What follows belongs to an exercise in optimizing a design on an open flow for small area and a short achievable clock period; a production flow would make more cautious choices. In this exercise RTL edits were held to simulation tests only and were not proved equivalent to the original.

==> flow/design.v, too long to show whole: its modules and the start of the top module <==
// module PrefixAdd32: 169 lines
// module ConvEngine: 852 lines
module ConvEngine (
    input         clk,
    input         rst,
    input  [31:0] DMAport,
    input         acc_enable,
    input         acc_clear,
    output [31:0] result
);
  // ...
==> flow/flow/run.sh <==
#!/bin/bash
# The standard layout, with two changes: plain buffers (not delay cells) on the ports, and, between
# synthesis and floorplan, flow/polarity.py removes the inverters that Yosys's full-adder
# extraction leaves between full adders (it flips full adders, which are self-dual, instead).
set -euo pipefail
PORTBUF="BUFFER_PORTS_ARGS=-buffer_cell sky130_fd_sc_hd__buf_2"
bash standard.sh "$PORTBUF" synth > flow_synth.log 2>&1
NET=orfs/results/sky130hd/ConvEngine/base/1_2_yosys.v
cp "$NET" 1_2_yosys_before_polarity.v
python3 flow/polarity.py "$NET" > flow_polarity.log 2>&1
sleep 1
touch "$NET"
bash standard.sh "$PORTBUF" SETUP_SLACK_MARGIN=5.2 finish > flow_make.log 2>&1
==> flow/flow/polarity.py <==
#!/usr/bin/env python3
"""Removes inverters around full adders in a flat sky130 gate-level netlist by flipping the
polarity of full adders (a full adder is self-dual: FA(~a,~b,~c) = (~sum, ~cout)).

usage: polarity.py NETLIST.v   (rewrites the file in place; prints a summary)

Every inverter (not driving a port) is removed and its loads read (base net, polarity); each
full adder may be flipped, which complements its input pins and its outputs; flips are chosen by
local search to minimise the number of nets that still need an inverted copy; one inv_1 per such
net is then added. Registers and all other cells are left as they are."""
import random
import re
import sys

OUT_PINS = {"X", "Y", "Q", "Q_N", "SUM", "COUT", "HI", "LO", "GCLK"}
INV = re.compile(r"sky130_fd_sc_hd__(clk)?inv_\d+$")
FA = re.compile(r"sky130_fd_sc_hd__fa_\d+$")


def main():
    path = sys.argv[1]
    text = open(path).read()
    m = re.search(r"^module ConvEngine\(.*?^endmodule", text, re.S | re.M)
    body = m.group(0)
    cell_re = re.compile(r"^(\s*)(sky130_fd_sc_hd__\w+)\s+(\S+)\s*\((.*?)\);\n", re.S | re.M)
    cells = []
    for cm in cell_re.finditer(body):
        pins = [(p, n.strip()) for p, n in re.findall(r"\.(\w+)\(([^()]*)\)", cm.group(4))]
        cells.append({"type": cm.group(2), "name": cm.group(3), "pins": pins, "span": cm.span()})
    outports = set()
    for decl in re.findall(r"^\s*output\s+(\[\d+:\d+\])?\s*(\S+);", body, re.M):
        rng, nm = decl
        if rng:
            hi, lo = map(int, rng[1:-1].split(":"))
            for i in range(min(hi, lo), max(hi, lo) + 1):
                outports.add(f"{nm}[{i}]")
        else:
            outports.add(nm)
    driver = {}
    for c in cells:
        for p, n in c["pins"]:
            if p in OUT_PINS:
                driver[n] = (c, p)
    # inverters that can go: not driving a port, input not a constant
    removable = set()
    for c in cells:
        if INV.match(c["type"]):
            pins = dict(c["pins"])
            if pins.get("Y") in outports or "'" in pins.get("A", "'"):
                continue
            removable.add(c["name"])

    def base(n):
        pol = 0
        while n in driver and driver[n][0]["name"] in removable:
            n = dict(driver[n][0]["pins"])["A"]
            pol ^= 1
        return n, pol

    fa_of_net = {}
    fas = [c for c in cells if FA.match(c["type"])]
    for i, c in enumerate(fas):
        c["fa"] = i
        for p, n in c["pins"]:
            if p in ("SUM", "COUT"):
                fa_of_net[n] = i
    # loads: (cell, pin index, base, pol)
    loads = []
    for c in cells:
        if c["name"] in removable:
            continue
        for k, (p, n) in enumerate(c["pins"]):
            if p in OUT_PINS or "'" in n:
                continue
            b, pol = base(n)
            loads.append((c, k, b, pol))
    for n in outports:
        pass  # port nets keep their drivers (inverters driving ports are kept)
    by_base = {}
    for ld in loads:
        by_base.setdefault(ld[2], []).append(ld)
    f = [0] * len(fas)

    def need(ld):
        c, k, b, pol = ld
        v = pol ^ (f[fa_of_net[b]] if b in fa_of_net else 0)
        if "fa" in c:
            v ^= f[c["fa"]]
        return v

    def base_cost(b):
        return 1 if any(need(ld) for ld in by_base.get(b, [])) else 0

    # bases touched by each FA: its outputs and the bases of its inputs
    touch = []
    for c in fas:
        s = set()
        for p, n in c["pins"]:
            if p in ("SUM", "COUT"):
                s.add(n)
            else:
                s.add(base(n)[0])
        touch.append(s)
    before = sum(base_cost(b) for b in by_base)
    rng = random.Random(1)

    def descend():
        rounds = 0
        improved = True
        while improved and rounds < 100:
            improved = False
            rounds += 1
            for i in range(len(fas)):
                old = sum(base_cost(b) for b in touch[i])
                f[i] ^= 1
                new = sum(base_cost(b) for b in touch[i])
                if new < old or (new == old and rng.random() < 0.3):
                    improved = improved or new < old
                else:
                    f[i] ^= 1
        return sum(base_cost(b) for b in by_base)

    best, bestf = descend(), list(f)
    for attempt in range(60):
        f[:] = [rng.randint(0, 1) if attempt % 2 else x for x in bestf]
        if attempt % 2 == 0:
            for _ in range(8):
                f[rng.randrange(len(f))] ^= 1
        cost = descend()
        if cost < best:
            best, bestf = cost, list(f)
    f[:] = bestf
    rounds = 0
    after = sum(base_cost(b) for b in by_base)
    # rewrite; the output nets of flipped full adders are renamed (they now carry the complement)
    ren = {}
    for c in fas:
        if f[c["fa"]]:
            for k, (p, n) in enumerate(c["pins"]):
                if p in ("SUM", "COUT"):
                    ren[n] = f"polflip_{len(ren)}"
                    c["pins"][k] = (p, ren[n])
    newnets = {}
    newcells = []
    for b, lds in by_base.items():
        if any(need(ld) for ld in lds):
            nn = f"polinv_{len(newnets)}"
            newnets[b] = nn
            bb = ren.get(b, b)
            bb = bb + " " if bb.startswith("\\") else bb
            newcells.append(f"  sky130_fd_sc_hd__inv_1 {nn}_cell (\n    .A({bb}),\n    .Y({nn})\n  );\n")
    for ld in loads:
        c, k, b, pol = ld
        p, _ = c["pins"][k]
        c["pins"][k] = (p, newnets[b] if need(ld) else ren.get(b, b))
    for c in fas:
        if f[c["fa"]]:
            pass  # outputs keep their nets; their meaning is complemented, accounted for in need()
    out = []
    pos = 0
    for c in cells:
        s, e = c["span"]
        out.append(body[pos:s])
        pos = e
        if c["name"] in removable:
            continue
        pins = ",\n".join(f"    .{p}({n + ' ' if n.startswith(chr(92)) else n})" for p, n in c["pins"])
        out.append(f"  {c['type']} {c['name']} (\n{pins}\n  );\n")
    rest = body[pos:]
    decl = "".join(f"  wire {nn};\n" for nn in list(newnets.values()) + list(ren.values()))
    newbody = "".join(out)
    # declarations go right after the module header line
    hdr_end = newbody.index(";\n") + 2
    newbody = newbody[:hdr_end] + decl + newbody[hdr_end:] + "".join(newcells) + rest
    # drop declarations of nets nothing connects to any more (outputs of removed inverters)
    used = set()
    for c in cells:
        if c["name"] not in removable:
            used.update(n for p, n in c["pins"])
    dead = set()
    for c in cells:
        if c["name"] in removable:
            y = dict(c["pins"])["Y"]
            if y not in used and y not in outports:
                dead.add(y)
    def keep(line):
        dm = re.match(r"^\s*wire\s+(\S+)\s*;\s*$", line)
        if dm:
            nm = dm.group(1)
            return not (nm in dead or (nm.startswith("\\") and nm in dead))
        return True
    lines = newbody.split("\n")
    newbody = "\n".join(l for l in lines if keep(l))
    text = text[:m.start()] + newbody + text[m.end():]
    open(path, "w").write(text)
    print(f"full adders {len(fas)}, flipped {sum(f)}; inverters removed {len(removable)}, "
          f"added {len(newnets)} (before flipping {before}); rounds {rounds}")


if __name__ == "__main__":
    main()
==> flow/standard.sh <==
#!/bin/bash
# synth_recipe.tcl (not shown) runs the flow's synth.tcl, then flattens the netlist and writes it again
# the make line also repeats each setting of config.mk as NAME=value (left out here)
make -C /OpenROAD-flow-scripts/flow DESIGN_CONFIG=/design/flow/config.mk WORK_HOME=/design/flow/orfs CLKGATE_MAP_FILE= SYNTH_SCRIPT=/design/flow/synth_recipe.tcl "${@:-finish}"
==> flow/config.mk <==
export PLATFORM = sky130hd
export DESIGN_NAME = ConvEngine
export DESIGN_NICKNAME = ConvEngine
export VERILOG_FILES = /design/flow/design.v
export SDC_FILE = /design/flow/constraint.sdc
export NUM_CORES = 4
export LEC_CHECK = 0
export CAP_MARGIN = 20
export CORE_MARGIN = 2
export CORE_UTILIZATION = 40
export SETUP_SLACK_MARGIN = 5
export SLEW_MARGIN = 20
export SYNTH_HIERARCHICAL = 1
export SYNTH_MINIMUM_KEEP_SIZE = 0
export TNS_END_PERCENT = 5
==> flow/constraint.sdc <==
create_clock -name core_clock -period 10.0 [get_ports {clk}]
set_input_delay 2.0000 -clock core_clock [delete_from_list [all_inputs] [get_ports {clk}]]
set_output_delay 2.0000 -clock core_clock [all_outputs]
set_load 0.01 [all_outputs]
==> results.py, run 1 <==
metrics = {
    "final_layout": {
        "top_register": "acc_p",
        "seq_cells": 319,
        "clockNetworkAreaShare_pct": 5.40,
        "n_all_inverters": 131,
        "seq_area_sq_mm": 0.00877,
        "diodes": 0,
        "multi_input_cells": 1157,
        "final_core_util_pct": 45.5,
        "n_clock_buffer": 45,
    },
    "routing": {
        "drtIter0Drc": 1077,
        "met2WireLength_um": 22300,
        "dr_total_vias": 12854,
        "wl_met3_um": 1960,
        "drc": 0,
        "met1Wirelength_um": 20800,
        "via_per_inst": 5.26,
    },
    "worst_hold_path": {
        "worstHoldPathCells": 2,
        "hold_path_class": "reg2reg",
    },
    "worst_setup_path": {
        "crit_path_start_kind": "flop",
        "crit_fanout": 5,
    },
    "placement": {
        "gp_congestion": 0.870,
    },
    "die": {
        "die_h_um": 228,
        "dieArea_sq_mm": 0.0519,
    },
    "timing": {
        "period_minus_slack_ns": 4.77,
        "setup_slack_ns": 5.23,
        "rsz0062_at_grt": "yes",
        "maxSlewViolCount": 0,
        "fin_tns_setup_ns": 0,
        "hold_ws_ns": 0.433,
    },
    "run_status": {
        "outcome": "finished clean",
    },
    "clock_tree": {
        "root_buffer": "clkbuf_16",
        "ctsHoldBuffers": 0,
        "cts_buffers": 38,
    },
    "grt": {
        "grt_max_degree": 176,
        "first_global_vias": 13307,
        "grt_pass1_wl_um": 74800,
    },
}
==> run 2, diff against run 1 <==
--- a/flow/config.mk
+++ b/flow/config.mk
@@ -5,9 +5,12 @@
 export SDC_FILE = /design/flow/constraint.sdc
 export NUM_CORES = 4
 export LEC_CHECK = 0
+export ABC_AREA = 1
 export CAP_MARGIN = 20
 export CORE_MARGIN = 2
 export CORE_UTILIZATION = 40
+export CTS_CLUSTER_DIAMETER = 80
+export CTS_CLUSTER_SIZE = 25
 export SETUP_SLACK_MARGIN = 5
 export SLEW_MARGIN = 20
 export SYNTH_HIERARCHICAL = 1
==> results.py, run 2 <==
metrics = {
    "timing": {
        "fin_tns_setup_ns": 0,
        "relSlewSlack_pct": 34.2,
        "clock.fmax_mhz": 212,
        "maxSlewViolCount": 0,
        "clock_skew_ns": 0.0232,
        "hold_ws_ns": 0.449,
        "period_minus_slack_ns": 4.72,
        "post-route-period-util_pct": 47.2,
        "finalSetupViolCount": 0,
        "worst_pin_slew_ns": 0.981,
        "rsz0062_at_grt": "yes",
        "hold_viol": 0,
    },
    "final_layout": {
        "diodes": 0,
        "final_core_util_pct": 44.0,
        "final_cell_mix": "555 x nand2_1, 309 x inv_1, 160 x dfrtp_1, 160 x nand3_1, 160 x fa_1",
        "top_register": "acc_p",
        "largest_reg_flops": 32,
        "drive_above_1_share_pct": 8.30,
        "final_common_cell": "nand2_1",
        "area_delta_synth_final_pct": 9.14,
        "final_cell_area_sq_mm": 0.0230,
        "nNetsFinal": 2564,
    },
    "routing": {
        "via_per_inst": 5.01,
        "dr_total_vias": 14958,
        "drc": 0,
        "drt-total-wl_um": 48400,
        "drtAntennaViolNets": 0,
        "wl_per_cell_um": 16.2,
        "drtPass1Iterations": 5,
        "drtIter0Drc": 996,
    },
    "run_status": {
        "outcome": "finished clean",
    },
    "worst_setup_path": {
        "cpMaxStageDelayCell": "fa_2",
        "crit_path_cell_trace": "inv_1, xor2_1, fa_1, fa_1, inv_1, fa_1, fa_1, fa_2, fa_1, ha_1, a22o_1",
        "worstPathRequired_ns": 10.44,
        "crit_path_frequent_cell": "fa_1",
        "critPathArrivalTime_ns": 5.16,
        "cp-end-kind": "flop",
        "max_stage_delay_ns": 0.66,
        "critical_path_class": "reg2reg",
        "crit_fanout": 6,
        "crit_path_start_kind": "flop",
    },
    "grt": {
        "grt_pass1_wl_um": 79300,
        "first_global_vias": 14955,
        "grt_max_degree": 70,
        "antenna_found_initial": 2,
        "overflow": 0,
        "grt_usage_pct": 18.3,
    },
    "die": {
        "dieArea_sq_mm": 0.0546,
        "floorplan.initialDensity_pct": 40.3,
        "die_x_um": 234,
        "io_pins": 68,
        "num_rows": 84,
        "die_h_um": 234,
        "core_area_sq_mm": 0.0523,
    },
    "synth": {
        "syn_inst": 2212,
        "yosysWarnings": 7,
        "syn_area_sq_mm": 0.0211,
        "synth.avg_cell_area_sq_um": 9.54,
    },
    "clock_tree": {
        "path_clk_slew_ns": 0.09,
        "ctsHoldBuffers": 0,
        "clockBufferDepth": 3,
        "cts_htree_levels": 1,
        "cts_sinks": 319,
        "cts_tree": "built",
        "root_buffer": "clkbuf_16",
        "clk_latency_ns": 0.56,
        "cts_buffers": 23,
    },
    "placement": {
        "gp_congestion": 0.885,
        "placed_cell_area_sq_mm": 0.0222,
        "dp_hpwl_um": 37500,
        "port-buffer-count": 63,
    },
    "run": {
        "maxCapViolations": 0,
    },
    "worst_hold_path": {
        "hold_path_class": "reg2reg",
    },
}
run 2: final timing paths:
| check | from | to | slack, ns | depth (start not counted) |
|---|---|---|---|---|
| max reg2reg | bn[5] | acc_p[10] | 5.28 | 11 |
| min reg2reg | z[1] | z[1] | 0.45 | 2 |
| min | z[1] | z[1] | 0.45 | 2 |
| min in group asynchronous | rst | Ws[1] | 1.40 | 2 |
| max | bn[5] | acc_p[10] | 5.28 | 11 |
| max in group asynchronous | rst | bn[1] | 7.15 | 4 |
run 2: repair_timing:
| action | 4_1_cts | 5_1_grt |
|---|---|---|
| gates resized for setup | 1 | 8 |
| buffers inserted | 0 | 2 |
| endpoints found under the hold margin | 0 | 0 |
| setup endpoints to repair | 2 | 13 |
run 2: stage by stage:
stage | worst slack (ns) | std cells
finish | 5.28 | 2988
global route | 5.11 | 2988
CTS | 5.19 | 2985
detailed placement | 5.19 | 2943
global placement | 5.21 | 2941
floorplan | 5.42 | 2227
run 2: final cells by class:
class	instances	area [sq um]
Clock inverter	11	144
Tap cell	688	861
Inverter	313	1180
Clock buffer	31	626
Multi-Input combinational cell	1546	11000
Timing Repair Buffer	80	470
Fill cell	5023	29300
Sequential cell	319	8720
run 2: metal layers:
metal	GRT usage, %	up-vias	share of wire (%)
met5	0	-	0.050
met4	3.46	4	1.7
met3	2.36	55	4.5
met2	29.5	309	46
met1	26.4	7248	48
li1	-	7342	-
run 2: critical path: cells and delay by family, from the launching register on:
kind | cells | cell delay, ns
XOR/XNOR | 1 | 0.24
adder cells (fa/ha/maj) | 7 | 3.31
buffers and inverters | 2 | 0.31
flip-flops | 1 | 0.55
AO/OA/AOI/OAI | 1 | 0.19
==> run 3, diff against run 2 <==
--- a/flow/config.mk
+++ b/flow/config.mk
@@ -5,10 +5,9 @@
 export SDC_FILE = /design/flow/constraint.sdc
 export NUM_CORES = 4
 export LEC_CHECK = 0
-export ABC_AREA = 1
 export CAP_MARGIN = 20
 export CORE_MARGIN = 2
-export CORE_UTILIZATION = 40
+export CORE_UTILIZATION = 45
 export CTS_CLUSTER_DIAMETER = 80
 export CTS_CLUSTER_SIZE = 25
 export SETUP_SLACK_MARGIN = 5
==> results.py, run 3 <==
metrics = {
    "run_status": {
        "outcome": "finished clean",
    },
    "grt": {
        "overflow": 0,
        "grt_max_degree": 75,
        "first_global_vias": 12903,
        "antenna_found_initial": 0,
        "grt_usage_pct": 19.6,
        "grt_pass1_wl_um": 72000,
    },
    "placement": {
        "dp_hpwl_um": 32600,
        "gp_congestion": 0.907,
        "port-buffer-count": 63,
        "placed_cell_area_sq_mm": 0.0210,
    },
    "final_layout": {
        "top_register": "acc_p",
        "final_cell_area_sq_mm": 0.0222,
        "final_common_cell": "fa_1",
        "final_core_util_pct": 50.3,
        "final_cell_mix": "155 x fa_1, 144 x edfxtp_1, 130 x inv_1",
        "area_delta_synth_final_pct": 10.8,
        "nNetsFinal": 2032,
        "drive_above_1_share_pct": 17.5,
        "largest_reg_flops": 32,
        "diodes": 0,
    },
    "routing": {
        "drtIter0Drc": 915,
        "drc": 0,
        "via_per_inst": 5.36,
        "drt-total-wl_um": 44900,
        "drtPass1Iterations": 7,
        "drtAntennaViolNets": 0,
        "wl_per_cell_um": 19.1,
        "dr_total_vias": 12643,
    },
    "clock_tree": {
        "root_buffer": "clkbuf_16",
        "clockBufferDepth": 3,
        "cts_tree": "built",
        "cts_sinks": 319,
        "cts_buffers": 21,
        "path_clk_slew_ns": 0.10,
        "cts_htree_levels": 1,
        "clk_latency_ns": 0.55,
    },
    "worst_setup_path": {
        "reg2reg_depth": 15,
        "worstPathRequired_ns": 8.00,
        "critPathArrivalTime_ns": 2.72,
        "cp-end-kind": "output port",
        "crit_fanout": 4,
        "rr_startpoint": "acc_g[3]",
        "critical_path_class": "reg2out",
        "rr_endpoint": "acc_p[9]",
        "crit_path_start_kind": "flop",
        "reg2reg_slack_ns": 5.29,
        "startpoint": "acc_g[1]",
    },
    "worst_hold_path": {
        "hold_path.startpoint": "R0[4]",
        "worstHoldPathCells": 2,
        "hold_path_class": "reg2reg",
        "worst_hold_path.endpoint": "XP[4]",
    },
    "synth": {
        "yosysWarnings": 7,
        "syn_inst": 1686,
        "synth.avg_cell_area_sq_um": 11.9,
        "syn_area_sq_mm": 0.0200,
    },
    "die": {
        "dieArea_sq_mm": 0.0462,
        "die_h_um": 215,
        "floorplan.initialDensity_pct": 45.4,
        "die_x_um": 215,
        "num_rows": 77,
        "core_area_sq_mm": 0.0441,
        "io_pins": 68,
    },
    "timing": {
        "clock_skew_ns": 0.0423,
        "hold_viol": 0,
        "fin_tns_setup_ns": 0,
        "relSlewSlack_pct": 34.9,
        "maxSlewViolCount": 0,
        "clock.fmax_mhz": 212,
        "period_minus_slack_ns": 4.72,
        "rsz0062_at_grt": "yes",
        "post-route-period-util_pct": 47.2,
        "hold_ws_ns": 0.454,
        "finalSetupViolCount": 0,
        "worst_pin_slew_ns": 0.974,
    },
    "run": {
        "maxCapViolations": 0,
    },
}
-- run 3: worst max path at each step --
stage / end / slack, ns / cells past startpoint
6_report: result[26] / 5.28 / 10
3_3_place_gp: acc_p[15] / 5.14 / 17
5_1_grt: acc_p[15] / 5.11 / 17
2_1_floorplan: bc[0] / 4.31 / 8
3_5_place_dp: acc_p[15] / 5.03 / 17
4_1_cts: acc_p[11] / 5.17 / 11
-- run 3: metal layers --
metal,track usage (%),vias to the layer above,part of all wire [%]
li1,-,6001,-
met1,27.1,6359,45
met2,33.7,233,49
met3,1.92,50,3.2
met4,3.98,0,2.0
met5,0,-,0
-- run 3: area by class of cell --
class / instances / area, sq um
multi-input cells: 1157 / 10700
flip-flops and latches: 319 / 8780
inverters: 131 / 495
fillers: 3913 / 21900
clock buffers: 27 / 558
repair buffers: 121 / 763
clock inverters: 11 / 134
well taps: 592 / 741
-- run 3: through the flow --
step	setup WS, ns	cells
finish	5.28	2358
global route	5.11	2358
CTS	5.17	2323
detailed placement	5.03	2280
global placement	5.14	2280
floorplan	4.31	1707
-- run 3: worst max-delay path, cell delays in order, from the launching register on --
cell and delay, ns:
dfrtp_1 0.42, o211ai_1 0.12, buf_4 0.17, a211oi_4 0.34, o2111ai_2 0.20, o211ai_4 0.18
a31oi_4 0.14, buf_4 0.17, o21ai_1 0.15, xor2_1 0.17, buf_2 0.15
-- run 3: repair_timing --
action                                  CTS  global route
hold buffers                              0             0
gates resized for setup                  19            66
endpoints found under the setup margin   22            27
setup buffers                             5            34
pin swaps                                 7            23
==> run 4, diff against run 3 <==
--- a/flow/config.mk
+++ b/flow/config.mk
@@ -7,7 +7,7 @@
 export LEC_CHECK = 0
 export CAP_MARGIN = 20
 export CORE_MARGIN = 2
-export CORE_UTILIZATION = 45
+export CORE_UTILIZATION = 40
 export CTS_CLUSTER_DIAMETER = 80
 export CTS_CLUSTER_SIZE = 25
 export SETUP_SLACK_MARGIN = 5
==> results.py, run 4 <==
metrics = {
    "run_status": {
        "outcome": "finished clean",
    },
    "die": {
        "die_x_um": 228,
        "dieArea_sq_mm": 0.0519,
        "die_h_um": 228,
        "num_rows": 82,
        "io_pins": 68,
        "core_area_sq_mm": 0.0498,
        "floorplan.initialDensity_pct": 40.3,
    },
    "synth": {
        "syn_inst": 1686,
        "syn_area_sq_mm": 0.0200,
        "yosysWarnings": 7,
        "synth.avg_cell_area_sq_um": 11.9,
    },
    "clock_tree": {
        "cts_sinks": 319,
        "ctsHoldBuffers": 0,
        "clockBufferDepth": 3,
        "clk_latency_ns": 0.55,
        "path_clk_slew_ns": 0.10,
        "cts_htree_levels": 1,
        "cts_buffers": 21,
        "cts_tree": "built",
        "root_buffer": "clkbuf_16",
    },
    "worst_setup_path": {
        "reg2reg_depth": 13,
        "critPathArrivalTime_ns": 2.73,
        "crit_fanout": 4,
        "worstPathRequired_ns": 8.00,
        "cp-end-kind": "output port",
        "startpoint": "acc_g[1]",
        "rr_endpoint": "acc_p[9]",
        "rr_startpoint": "bo[1]",
        "critical_path_class": "reg2out",
        "crit_path_start_kind": "flop",
        "reg2reg_slack_ns": 5.27,
    },
    "final_layout": {
        "nFillCells": 4580,
        "final_common_cell": "fa_1",
        "nNetsFinal": 2006,
        "top_register": "acc_p",
        "area_delta_synth_final_pct": 10.3,
        "diodes": 0,
        "largest_reg_flops": 32,
        "final_core_util_pct": 44.4,
        "final_cell_mix": "157 x fa_1, 144 x edfxtp_1, 130 x inv_1",
        "drive_above_1_share_pct": 15.9,
    },
    "routing": {
        "drtPass1Iterations": 5,
        "met2WireLength_um": 22100,
        "drtAntennaViolNets": 0,
        "via_per_inst": 5.25,
        "drtIter0Drc": 1102,
        "drc": 0,
        "dr_total_vias": 12667,
        "dr.max_layer_used": "met4",
        "wl_met3_um": 1790,
        "met1Wirelength_um": 20600,
        "drt-total-wl_um": 45500,
        "wl_per_cell_um": 18.8,
    },
    "timing": {
        "post-route-period-util_pct": 47.3,
        "rsz0062_at_grt": "yes",
        "hold_viol": 0,
        "clock_skew_ns": 0.0338,
        "finalSetupViolCount": 0,
        "clock.fmax_mhz": 211,
        "fin_tns_setup_ns": 0,
        "period_minus_slack_ns": 4.73,
        "worst_pin_slew_ns": 0.935,
        "maxSlewViolCount": 0,
        "relSlewSlack_pct": 37.5,
    },
    "placement": {
        "port-buffer-count": 63,
        "gp_congestion": 0.870,
        "dp_hpwl_um": 32700,
    },
    "worst_hold_path": {
        "worst_hold_path.endpoint": "XP[0]",
        "worstHoldPathCells": 2,
        "hold_path_class": "reg2reg",
        "hold_path.startpoint": "R0[0]",
    },
    "grt": {
        "grt_pass1_wl_um": 73900,
        "overflow": 0,
        "grt_usage_pct": 17.8,
        "first_global_vias": 13135,
        "grt_max_degree": 176,
        "antenna_found_initial": 0,
    },
    "run": {
        "maxCapViolations": 0,
    },
}
run 4: layout make-up:
cell class | instances | area, sq um | area share (%)
multi-input combinational | 1157 | 10700 | 48.5
sequential | 319 | 8770 | 39.7
tap | 672 | 841 | 3.81
clock buffer | 27 | 591 | 2.67
timing repair buffer | 95 | 571 | 2.58
inverter | 131 | 495 | 2.24
clock inverter | 11 | 115 | 0.521
run 4: worst max-delay path by stage:
stage	to	depth (start not counted)
floorplan	bc[0]	8
global placement	V[6]	12
detailed placement	V[6]	12
CTS	result[27]	11
global route	result[27]	11
finish	result[27]	11
run 4: metal layers:
metal	GRT usage, %	vias to the layer above
met4	4.65	0
met2	29.4	280
li1	-	5957
met3	1.85	53
met1	25.1	6377
met5	0	-
run 4: per-stage QoR:
stage	cells	hold slack [ns]	setup slack (ns)	area (sq um)
3_5_place_dp	2358	0.430	4.85	21100
2_1_floorplan	1707	0.422	4.31	20100
6_report	2412	0.454	5.27	22100
5_1_grt	2412	0.480	5.11	22100
3_3_place_gp	2358	0.429	4.92	21100
4_1_cts	2402	0.456	5.19	21900
run 4: critical path, stage by stage (launching register included):
cell,delay [ns]
dfrtp_2,0.44
o211ai_1,0.19
buf_4,0.15
a211oi_2,0.06
buf_4,0.16
o2111ai_4,0.20
o211ai_4,0.16
a31oi_4,0.23
nor2b_2,0.07
a31o_1,0.23
xor2_2,0.15
buf_2,0.15
run 4: what timing repair did:
action,4_1_cts,5_1_grt
pin swaps,5,12
gates resized for setup,22,52
setup buffers,6,10
endpoints found under the setup margin,15,32
==> run 5, diff against run 4 <==
--- a/flow/flow/run.sh
+++ b/flow/flow/run.sh
@@ -10,4 +10,4 @@
 python3 flow/polarity.py "$NET" > flow_polarity.log 2>&1
 sleep 1
 touch "$NET"
-bash standard.sh "$PORTBUF" SETUP_SLACK_MARGIN=5.2 finish > flow_make.log 2>&1
+bash standard.sh "$PORTBUF" SETUP_SLACK_MARGIN=5.35 finish > flow_make.log 2>&1
==> results.py, run 5 <==
metrics = {
    "routing": {
        "drtPass1Iterations": 5,
        "drc": 0,
        "met2WireLength_um": 22100,
        "dr_total_vias": 12696,
        "wl_per_cell_um": 18.9,
        "wl_met3_um": 1650,
        "drtAntennaViolNets": 0,
        "drt-total-wl_um": 45600,
        "drtIter0Drc": 1049,
        "via_per_inst": 5.26,
        "dr.max_layer_used": "met4",
        "met1Wirelength_um": 20800,
    },
    "timing": {
        "maxSlewViolCount": 0,
        "relSlewSlack_pct": 37.3,
        "clock_skew_ns": 0.0331,
        "finalSetupViolCount": 0,
        "post-route-period-util_pct": 47.4,
        "clock.fmax_mhz": 211,
        "hold_viol": 0,
        "rsz0062_at_grt": "yes",
        "setup_slack_ns": 5.26,
        "period_minus_slack_ns": 4.74,
        "fin_tns_setup_ns": 0,
        "worst_pin_slew_ns": 0.940,
    },
    "synth": {
        "synth.avg_cell_area_sq_um": 11.9,
        "syn_inst": 1686,
        "syn_area_sq_mm": 0.0200,
        "yosysWarnings": 7,
    },
    "grt": {
        "grt_pass1_wl_um": 73900,
        "overflow": 0,
        "antenna_found_initial": 0,
        "grt_usage_pct": 17.8,
        "grt_max_degree": 176,
        "first_global_vias": 13135,
    },
    "clock_tree": {
        "cts_tree": "built",
        "clockBufferDepth": 3,
        "clk_latency_ns": 0.55,
        "path_clk_slew_ns": 0.10,
        "cts_htree_levels": 1,
        "cts_sinks": 319,
        "root_buffer": "clkbuf_16",
        "cts_buffers": 21,
    },
    "die": {
        "num_rows": 82,
        "io_pins": 68,
        "core_area_sq_mm": 0.0498,
        "die_h_um": 228,
        "dieArea_sq_mm": 0.0519,
        "floorplan.initialDensity_pct": 40.3,
        "die_x_um": 228,
    },
    "worst_setup_path": {
        "critPathArrivalTime_ns": 2.74,
        "crit_path_start_kind": "flop",
        "endpoint": "result[27]",
        "crit_fanout": 4,
        "rr_endpoint": "acc_p[9]",
        "cp-end-kind": "output port",
        "critical_path_class": "reg2out",
        "reg2reg_slack_ns": 5.26,
        "startpoint": "acc_g[1]",
        "worstPathRequired_ns": 8.00,
        "reg2reg_depth": 13,
        "rr_startpoint": "bo[1]",
    },
    "final_layout": {
        "final_cell_mix": "157 x fa_1, 144 x edfxtp_1, 130 x inv_1",
        "seq_area_sq_mm": 0.00877,
        "final_core_util_pct": 44.4,
        "final_common_cell": "fa_1",
        "drive_above_1_share_pct": 16.1,
        "largest_reg_flops": 32,
        "nNetsFinal": 2006,
        "fin_cells": 2412,
        "area_delta_synth_final_pct": 10.4,
        "nFillCells": 4580,
        "diodes": 0,
        "multi_input_area_sq_mm": 0.0107,
        "top_register": "acc_p",
    },
    "placement": {
        "gp_congestion": 0.870,
        "dp_slack_ns": 4.85,
        "dp_cells": 2358,
        "dp_hpwl_um": 32700,
        "port-buffer-count": 63,
    },
    "run": {
        "maxCapViolations": 0,
    },
    "run_status": {
        "outcome": "finished clean",
    },
    "worst_hold_path": {
        "hold_path_class": "reg2reg",
    },
}
-- run 5: worst min-delay path by stage --
stage | start | cells past startpoint | end | slack, ns
2_1_floorplan | R0[0] | 2 | XP[0] | 0.42
3_3_place_gp | R0[16] | 2 | XP[16] | 0.43
3_5_place_dp | R0[16] | 2 | XP[16] | 0.43
4_1_cts | R0[0] | 2 | XP[0] | 0.46
5_1_grt | R0[14] | 2 | XP[14] | 0.48
6_report | R0[0] | 2 | XP[0] | 0.45
-- run 5: timing repair --
item | CTS | global route
gates resized for setup | 22 | 56
hold endpoints to repair | 0 | 0
hold buffers | 0 | 0
setup buffers | 6 | 10
pin swaps | 5 | 13
endpoints found under the setup margin | 33 | 53
-- run 5: critical path, stage by stage, from the launching register on --
cell and delay, ns:
dfrtp_2 0.44, o211ai_1 0.19, buf_4 0.15, a211oi_2 0.06, buf_4 0.16, o2111ai_4 0.20, o211ai_4 0.16, a31oi_4 0.24
nor2b_2 0.07, a31o_1 0.23, xor2_2 0.15, buf_2 0.15
-- run 5: layout make-up --
cell class,count,area share [%]
Sequential cell,319,39.7
Clock inverter,11,0.521
Inverter,131,2.24
Multi-Input combinational cell,1157,48.5
Tap cell,672,3.80
Timing Repair Buffer,95,2.58
Clock buffer,27,2.67
-- run 5: metal layers --
metal	GRT usage, %	up-vias
met5	0	-
met4	4.65	0
met3	1.85	54
met2	29.4	290
met1	25.1	6393
li1	-	5959
-- run 5: metrics by stage --
stage | hold slack (ns) | instance area (sq um)
after floorplan | 0.422 | 20100
after global placement | 0.429 | 21100
after detailed placement | 0.430 | 21100
after CTS | 0.456 | 21900
after global routing | 0.480 | 22100
final | 0.453 | 22100
==> run 6, diff against run 5 <==
--- a/flow/flow/run.sh
+++ b/flow/flow/run.sh
@@ -10,4 +10,4 @@
 python3 flow/polarity.py "$NET" > flow_polarity.log 2>&1
 sleep 1
 touch "$NET"
-bash standard.sh "$PORTBUF" SETUP_SLACK_MARGIN=5.35 finish > flow_make.log 2>&1
+bash standard.sh "$PORTBUF" SETUP_SLACK_MARGIN=5.2 finish > flow_make.log 2>&1
--- a/flow/config.mk
+++ b/flow/config.mk
@@ -8,8 +8,8 @@
 export CAP_MARGIN = 20
 export CORE_MARGIN = 2
 export CORE_UTILIZATION = 40
-export CTS_CLUSTER_DIAMETER = 80
-export CTS_CLUSTER_SIZE = 25
+export CTS_CLUSTER_DIAMETER = 100
+export CTS_CLUSTER_SIZE = 30
 export SETUP_SLACK_MARGIN = 5
 export SLEW_MARGIN = 20
 export SYNTH_HIERARCHICAL = 1
==> results.py, run 6 <==
metrics = {
    "clock_tree": {
        "cts_htree_levels": 1,
        "cts_tree": "built",
        "path_clk_slew_ns": 0.10,
        "root_buffer": "clkbuf_16",
        "cts_sinks": 319,
        "cts_buffers": 17,
        "clk_latency_ns": 0.54,
        "clockBufferDepth": 3,
    },
    "worst_setup_path": {
        "rr_endpoint": "acc_p[9]",
        "startpoint": "acc_p[3]",
        "crit_fanout": 5,
        "path_buf_inv": 3,
        "crit_path_frequent_cell": "buf_4",
        "cpMaxStageDelayCell": "dfrtp_2",
        "critPathArrivalTime_ns": 2.76,
        "crit_path_cell_trace": "buf_4, a21oi_4, a211oi_2, buf_4, o2111ai_4, o211ai_4, a31oi_4, nor2b_2, a31o_1, xor2_2, buf_2",
        "reg2reg_slack_ns": 5.29,
        "max_stage_delay_ns": 0.46,
        "reg2reg_depth": 13,
        "worst_path_dominant_cell_family": "compound AO/OA/AOI/OAI gates",
        "rr_startpoint": "bo[4]",
        "cp-end-kind": "output port",
        "endpoint": "result[27]",
        "crit_cells": 11,
        "crit_path_start_kind": "flop",
        "critical_path_class": "reg2out",
        "worstPathRequired_ns": 8.00,
    },
    "grt": {
        "antenna_found_initial": 0,
        "overflow": 0,
        "grt_max_degree": 176,
        "grt_usage_pct": 17.7,
        "first_global_vias": 13061,
        "grt_pass1_wl_um": 73600,
    },
    "die": {
        "die_h_um": 228,
        "floorplan.initialDensity_pct": 40.3,
        "die_x_um": 228,
        "io_pins": 68,
        "dieArea_sq_mm": 0.0519,
        "num_rows": 82,
        "core_area_sq_mm": 0.0498,
    },
    "timing": {
        "relSlewSlack_pct": 37.2,
        "hold_ws_ns": 0.453,
        "hold_viol": 0,
        "maxSlewViolCount": 0,
        "post-route-period-util_pct": 47.6,
        "clock_skew_ns": 0.0270,
        "fin_tns_setup_ns": 0,
        "period_minus_slack_ns": 4.76,
        "finalSetupViolCount": 0,
        "worst_pin_slew_ns": 0.942,
        "clock.fmax_mhz": 210,
        "rsz0062_at_grt": "yes",
    },
    "synth": {
        "syn_area_sq_mm": 0.0200,
        "synth.avg_cell_area_sq_um": 11.9,
        "yosysWarnings": 7,
        "syn_inst": 1686,
    },
    "routing": {
        "drtPass1Iterations": 6,
        "drc": 0,
        "wl_per_cell_um": 18.8,
        "via_per_inst": 5.26,
        "drtAntennaViolNets": 0,
        "drtIter0Drc": 992,
        "dr_total_vias": 12645,
        "drt-total-wl_um": 45300,
    },
    "final_layout": {
        "nNetsFinal": 2004,
        "top_register": "acc_p",
        "multi_input_area_sq_mm": 0.0107,
        "diodes": 0,
        "final_cell_mix": "157 x fa_1, 144 x edfxtp_1, 130 x inv_1",
        "area_delta_synth_final_pct": 9.74,
        "seq_area_sq_mm": 0.00877,
        "nFillCells": 4601,
        "drive_above_1_share_pct": 15.5,
        "final_common_cell": "fa_1",
        "largest_reg_flops": 32,
        "fin_cells": 2406,
    },
    "placement": {
        "dp_hpwl_um": 32700,
        "port-buffer-count": 63,
        "dp_cells": 2358,
        "gp_congestion": 0.870,
    },
    "run": {
        "maxCapViolations": 0,
    },
    "worst_hold_path": {
        "hold_path_class": "reg2reg",
    },
    "run_status": {
        "outcome": "finished clean",
    },
}
==> run 6: what timing repair did <==
action	CTS	global route
hold buffers	0	0
resized for setup	12	62
buffers inserted	3	15
hold endpoints to repair	0	0
endpoints found under the setup margin	14	33
pin swaps	2	10
==> run 6: final cells by class <==
| class | count | area share, % |
|---|---|---|
| flip-flops and latches | 319 | 39.9 |
| clock inverters | 8 | 0.433 |
| well taps | 672 | 3.82 |
| clock buffers | 22 | 2.07 |
| inverters | 131 | 2.25 |
| repair buffers | 97 | 2.72 |
| multi-input cells | 1157 | 48.8 |
==> run 6: worst min path at each step <==
| stage | start | endpoint | slack [ns] | cells after the start |
|---|---|---|---|---|
| 2_1_floorplan | R0[0] | XP[0] | 0.42 | 2 |
| 3_3_place_gp | R0[16] | XP[16] | 0.43 | 2 |
| 3_5_place_dp | R0[16] | XP[16] | 0.43 | 2 |
| 5_1_grt | R0[14] | XP[14] | 0.48 | 2 |
| 4_1_cts | R0[0] | XP[0] | 0.45 | 2 |
| 6_report | R0[0] | XP[0] | 0.45 | 2 |
==> run 6: routing by layer <==
| metal | vias to the layer above | share of wire (%) | track usage, % |
|---|---|---|---|
| met5 | - | 0 | 0 |
| met4 | 0 | 2.0 | 3.76 |
| met3 | 43 | 4.0 | 1.85 |
| met2 | 286 | 49 | 29.4 |
| met1 | 6379 | 45 | 25.1 |
| li1 | 5937 | - | - |
==> run 6: metrics by stage <==
stage	setup slack [ns]	util, %	cell area, sq um
5_1_grt	5.11	44.2	22000
4_1_cts	5.15	43.6	21700
3_3_place_gp	4.92	42.3	21100
2_1_floorplan	4.31	-	20100
6_report	5.24	44.2	22000
3_5_place_dp	4.85	42.3	21100
==> run 6: worst min-delay path, cell delays in order, from the launching register on <==
cell	delay [ns]
edfxtp_1	0.33
nand2_1	0.04
nand2_1	0.05
==> run 7, diff against run 6 <==
==> flow/flow/run.sh (replaced) <==
#!/bin/bash
# The standard layout (standard.sh, same synthesis and steps), with three changes:
#  - plain buffers (buf_2), not delay cells, on the ports;
#  - between synthesis and floorplan, flow/polarity.py removes the inverters that Yosys's
#    full-adder extraction leaves between full adders, by flipping full adders instead (a full
#    adder is self-dual); registers are untouched;
#  - repair aims at 5.2 ns of setup slack (config.mk's TNS_END_PERCENT keeps it to the worst
#    endpoints).
# Each tool's output goes to a log file of its own in this folder.
set -euo pipefail
PORTBUF="BUFFER_PORTS_ARGS=-buffer_cell sky130_fd_sc_hd__buf_2"
bash standard.sh "$PORTBUF" synth > flow_synth.log 2>&1
NET=orfs/results/sky130hd/ConvEngine/base/1_2_yosys.v
cp "$NET" 1_2_yosys_before_polarity.v
python3 flow/polarity.py "$NET" > flow_polarity.log 2>&1
sleep 1
touch "$NET"
bash standard.sh "$PORTBUF" SETUP_SLACK_MARGIN=5.2 finish > flow_make.log 2>&1
--- a/flow/config.mk
+++ b/flow/config.mk
@@ -10,6 +10,7 @@
 export CORE_UTILIZATION = 40
 export CTS_CLUSTER_DIAMETER = 100
 export CTS_CLUSTER_SIZE = 30
+export GPL_TIMING_DRIVEN = 0
 export SETUP_SLACK_MARGIN = 5
 export SLEW_MARGIN = 20
 export SYNTH_HIERARCHICAL = 1
==> results.py, run 7 <==
metrics = {
    "run_status": {
        "outcome": "finished clean",
    },
    "grt": {
        "grt_usage_pct": 19.3,
        "overflow": 0,
        "grt_pass1_wl_um": 78800,
        "antenna_found_initial": 0,
        "first_global_vias": 13622,
        "grt_max_degree": 35,
    },
    "timing": {
        "fin_tns_setup_ns": 0,
        "period_minus_slack_ns": 4.80,
        "clock_skew_ns": 0.0348,
        "relSlewSlack_pct": 35.6,
        "setup_slack_ns": 5.20,
        "worst_pin_slew_ns": 0.965,
        "post-route-period-util_pct": 48.0,
        "hold_viol": 0,
        "maxSlewViolCount": 0,
        "finalSetupViolCount": 0,
        "clock.fmax_mhz": 208,
        "rsz0062_at_grt": "yes",
    },
    "final_layout": {
        "area_delta_synth_final_pct": 12.2,
        "seq_area_sq_mm": 0.00874,
        "diodes": 0,
        "final_cell_mix": "159 x fa_1, 148 x dfrtp_1, 144 x edfxtp_1",
        "nNetsFinal": 2100,
        "final_core_util_pct": 45.2,
        "largest_reg_flops": 32,
        "final_common_cell": "fa_1",
        "top_register": "acc_p",
        "final_cell_area_sq_mm": 0.0225,
        "nFillCells": 4544,
        "multi_input_area_sq_mm": 0.0107,
        "drive_above_1_share_pct": 16.1,
    },
    "worst_setup_path": {
        "worstPathRequired_ns": 8.00,
        "critical_path_class": "reg2out",
        "crit_fanout": 4,
        "critPathArrivalTime_ns": 2.80,
        "reg2reg_depth": 13,
        "crit_path_start_kind": "flop",
        "cp-end-kind": "output port",
    },
    "clock_tree": {
        "cts_buffers": 16,
        "clk_latency_ns": 0.56,
        "cts_tree": "built",
        "cts_htree_levels": 1,
        "clockBufferDepth": 3,
        "cts_sinks": 319,
        "path_clk_slew_ns": 0.12,
        "root_buffer": "clkbuf_16",
        "ctsHoldBuffers": 0,
    },
    "die": {
        "core_area_sq_mm": 0.0498,
        "io_pins": 68,
        "dieArea_sq_mm": 0.0519,
        "num_rows": 82,
        "die_h_um": 228,
        "floorplan.initialDensity_pct": 40.3,
        "die_x_um": 228,
    },
    "synth": {
        "syn_area_sq_mm": 0.0200,
        "syn_inst": 1686,
        "yosysWarnings": 7,
        "synth.avg_cell_area_sq_um": 11.9,
    },
    "routing": {
        "drt-total-wl_um": 49900,
        "drtAntennaViolNets": 0,
        "drc": 0,
        "wl_per_cell_um": 20.0,
        "via_per_inst": 5.26,
        "drtPass1Iterations": 7,
        "drtIter0Drc": 1063,
        "dr_total_vias": 13162,
    },
    "placement": {
        "placed_cell_area_sq_mm": 0.0216,
        "dp_hpwl_um": 38900,
        "gp_congestion": 0.866,
        "dp_slack_ns": 4.93,
        "port-buffer-count": 61,
    },
    "worst_hold_path": {
        "worstHoldPathCells": 2,
        "hold_path_class": "reg2reg",
    },
    "run": {
        "maxCapViolations": 0,
    },
}
-- run 7: path summary, 6_finish.rpt --
path	slack [ns]	from	end
max	5.20	acc_g[1]	result[27]
max in group asynchronous	7.53	rst	acc_p[15]
min reg2reg	0.46	R0[12]	XP[12]
min in group asynchronous	1.49	rst	lr[2]
max reg2reg	5.26	bt[9]	acc_p[10]
min	0.46	R0[12]	XP[12]
-- run 7: cell type report --
type / count / share of cell area, %
plain buffers: 100 / 2.08
clock buffers: 22 / 1.93
clock inverters: 6 / 0.412
inverters: 131 / 2.20
multi-input cells: 1157 / 47.7
flip-flops and latches: 319 / 38.9
well taps: 672 / 3.74
repair buffers: 94 / 3.10
-- run 7: timing repair --
action,CTS,global route
resized for setup,42,76
setup endpoints to repair,29,33
buffers inserted,6,11
cloned,0,0
pin swaps,10,24
-- run 7: stage by stage --
step | hold slack (ns) | cells
after detailed placement | 0.430 | 2456
after global placement | 0.432 | 2440
after floorplan | 0.422 | 1707
after global routing | 0.477 | 2501
final | 0.456 | 2501
after CTS | 0.457 | 2490
-- run 7: worst max-delay path, stage by stage, from the launching register on --
cell and delay, ns:
dfrtp_2 0.46, o211ai_1 0.19, buf_4 0.15, a211oi_2 0.05
buf_4 0.16, o2111ai_4 0.22, o211ai_4 0.17, a31oi_4 0.26
nor2b_2 0.07, a31o_1 0.22, xor2_1 0.13, buf_2 0.15
-- run 7: layer usage --
layer | GRT usage [%] | wire, um | vias to the layer above
li1 | - | - | 6139
met2 | 34.1 | 25400 | 288
met4 | 4.05 | 1080 | 0
met1 | 25.9 | 21800 | 6684
met3 | 1.73 | 1680 | 51
met5 | 0 | 0 | -
==> run 8, diff against run 7 <==
--- a/flow/config.mk
+++ b/flow/config.mk
@@ -10,7 +10,7 @@
 export CORE_UTILIZATION = 40
 export CTS_CLUSTER_DIAMETER = 100
 export CTS_CLUSTER_SIZE = 30
-export GPL_TIMING_DRIVEN = 0
+export PLACE_DENSITY = 0.75
 export SETUP_SLACK_MARGIN = 5
 export SLEW_MARGIN = 20
 export SYNTH_HIERARCHICAL = 1
==> results.py, run 8 <==
metrics = {
    "routing": {
        "wl_per_cell_um": 18.1,
        "drt-total-wl_um": 43300,
        "drtPass1Iterations": 6,
        "via_per_inst": 5.36,
        "drc": 0,
        "drtIter0Drc": 996,
        "drtAntennaViolNets": 0,
        "dr_total_vias": 12852,
    },
    "timing": {
        "post-route-period-util_pct": 47.6,
        "rsz0062_at_grt": "yes",
        "clock_skew_ns": 0.0193,
        "finalSetupViolCount": 0,
        "hold_ws_ns": 0.457,
        "hold_viol": 0,
        "worst_pin_slew_ns": 1.11,
        "maxSlewViolCount": 0,
        "setup_slack_ns": 5.24,
        "clock.fmax_mhz": 210,
        "period_minus_slack_ns": 4.76,
        "fin_tns_setup_ns": 0,
        "relSlewSlack_pct": 25.7,
    },
    "worst_setup_path": {
        "crit_path_start_kind": "flop",
        "rr_startpoint": "bn[10]",
        "rr_endpoint": "acc_p[9]",
        "reg2reg_slack_ns": 5.24,
        "cp-end-kind": "flop",
        "max_stage_delay_ns": 0.73,
        "critical_path_class": "reg2reg",
        "cpMaxStageDelayCell": "dfrtp_1",
        "crit_fanout": 10,
        "crit_path_cell_trace": "xor2_1, fa_1, fa_1, fa_1, fa_1, fa_1, inv_1, fa_1, ha_1, mux2i_1, nor2_1",
        "reg2reg_depth": 11,
        "startpoint": "bn[10]",
        "crit_path_frequent_cell": "fa_1",
        "worstPathRequired_ns": 10.39,
        "critPathArrivalTime_ns": 5.15,
    },
    "die": {
        "dieArea_sq_mm": 0.0519,
        "die_x_um": 228,
        "core_area_sq_mm": 0.0498,
        "floorplan.initialDensity_pct": 40.3,
        "num_rows": 82,
        "die_h_um": 228,
        "io_pins": 68,
    },
    "synth": {
        "yosysWarnings": 7,
        "syn_area_sq_mm": 0.0200,
        "synth.avg_cell_area_sq_um": 11.9,
        "syn_inst": 1686,
    },
    "final_layout": {
        "top_register": "acc_p",
        "nFillCells": 4498,
        "final_cell_mix": "157 x fa_1, 144 x edfxtp_1, 130 x inv_1",
        "nNetsFinal": 1999,
        "final_cell_area_sq_mm": 0.0218,
        "area_delta_synth_final_pct": 8.89,
        "largest_reg_flops": 32,
        "drive_above_1_share_pct": 14.5,
        "final_common_cell": "fa_1",
    },
    "clock_tree": {
        "clk_latency_ns": 0.53,
        "clockBufferDepth": 3,
        "root_buffer": "clkbuf_16",
        "cts_sinks": 319,
        "path_clk_slew_ns": 0.12,
        "cts_tree": "built",
        "cts_buffers": 15,
        "cts_htree_levels": 1,
    },
    "placement": {
        "gp_congestion": 0.911,
        "port-buffer-count": 63,
        "dp_hpwl_um": 31500,
        "dp_slack_ns": 4.93,
        "placed_cell_area_sq_mm": 0.0211,
    },
    "grt": {
        "grt_max_degree": 176,
        "overflow": 0,
        "first_global_vias": 13359,
        "grt_usage_pct": 16.9,
        "antenna_found_initial": 1,
        "grt_pass1_wl_um": 71400,
    },
    "worst_hold_path": {
        "worst_hold_path.endpoint": "XP[23]",
        "hold_path.startpoint": "R0[23]",
        "worstHoldPathCells": 2,
        "hold_path_class": "reg2reg",
    },
    "run_status": {
        "outcome": "finished clean",
    },
    "run": {
        "maxCapViolations": 0,
    },
}
run 8: repair_timing:
item	in CTS	in global routing
gates resized for setup	9	57
setup buffers	1	15
pin swaps	2	16
hold endpoints to repair	0	0
hold buffers	0	0
endpoints found under the setup margin	16	31
run 8: through the flow:
stage,utilization [%],cells
floorplan,-,1707
global placement,42.3,2355
detailed placement,42.3,2356
CTS,43.3,2383
global route,43.8,2400
finish,43.8,2400
run 8: worst max path at each step:
stage,endpoint,slack [ns],cells after the start
6_report,acc_p[9],5.24,11
5_1_grt,result[9],5.05,10
4_1_cts,acc_p[9],5.11,15
3_5_place_dp,V[6],4.93,12
3_3_place_gp,V[6],5.06,12
2_1_floorplan,bc[0],4.31,8
run 8: metal layers:
metal  share of wire [%]  vias up  GRT usage [%]
met1                  45     6538           23.1
met2                  49      337           28.5
li1                    -     5921              -
met5                   0        -              0
met3                 4.3       56           2.06
met4                 2.2        0           4.13
run 8: critical path, delay by kind of cell (launching register included):
kind          cells  cell delay, ns
fa+ha+maj         7            3.44
xor+xnor          1            0.18
flops             1            0.73
buf+inv           1            0.08
mux               1            0.14
simple gates      1            0.05
run 8: cell type report:
cell class,count,area [sq um],area share [%]
multi-input combinational,1157,10700,49.0
sequential,319,8760,40.2
tap,672,841,3.85
timing repair buffer,94,576,2.64
inverter,131,495,2.27
clock buffer,20,394,1.81
clock inverter,6,55.1,0.252
antenna,1,2.50,0.0115

[static timing again, ports no longer ideal]
The results above use ideal ports. As a check the final layouts listed here were re-extracted and re-timed, cells and wires unchanged. Step 1 sets driving cells, clkbuf_16 on the clock port and buf_2 on the other inputs (assumed; they add their load-dependent delay and slew). Step 2 times the ports against the registers' clock, not the clock port: input delays grow and output delays shrink by t, the midpoint of the rising clock arrivals with the driver on. Slacks: ideal ports / drivers / drivers and shift; pairs: ideal ports / drivers.
| run | shift t [ns] | setup slack, ns | latest minus earliest clock arrival (ns) |
|---|---|---|---|
| run 1 | 0.604 | 5.234 / 5.178 / 4.879 | 0.018 / 0.018 |
| run 2 | 0.601 | 5.276 / 5.276 / 5.107 | 0.029 / 0.029 |
| run 3 | 0.591 | 5.276 / 5.218 / 5.291 | 0.044 / 0.043 |
| run 4 | 0.597 | 5.268 / 5.211 / 4.875 | 0.039 / 0.039 |
| run 5 | 0.596 | 5.261 / 5.204 / 4.878 | 0.039 / 0.038 |
| run 6 | 0.587 | 5.236 / 5.180 / 4.899 | 0.030 / 0.030 |
| run 7 | 0.597 | 5.196 / 5.141 / 4.963 | 0.035 / 0.035 |
| run 8 | 0.577 | 5.241 / 5.192 / 4.990 | 0.019 / 0.019 |
After both steps setup and hold are still met in every run listed. The setup slack of run 4, which loses most, moves by -0.057 ns with the drivers and by -0.393 ns with both steps.
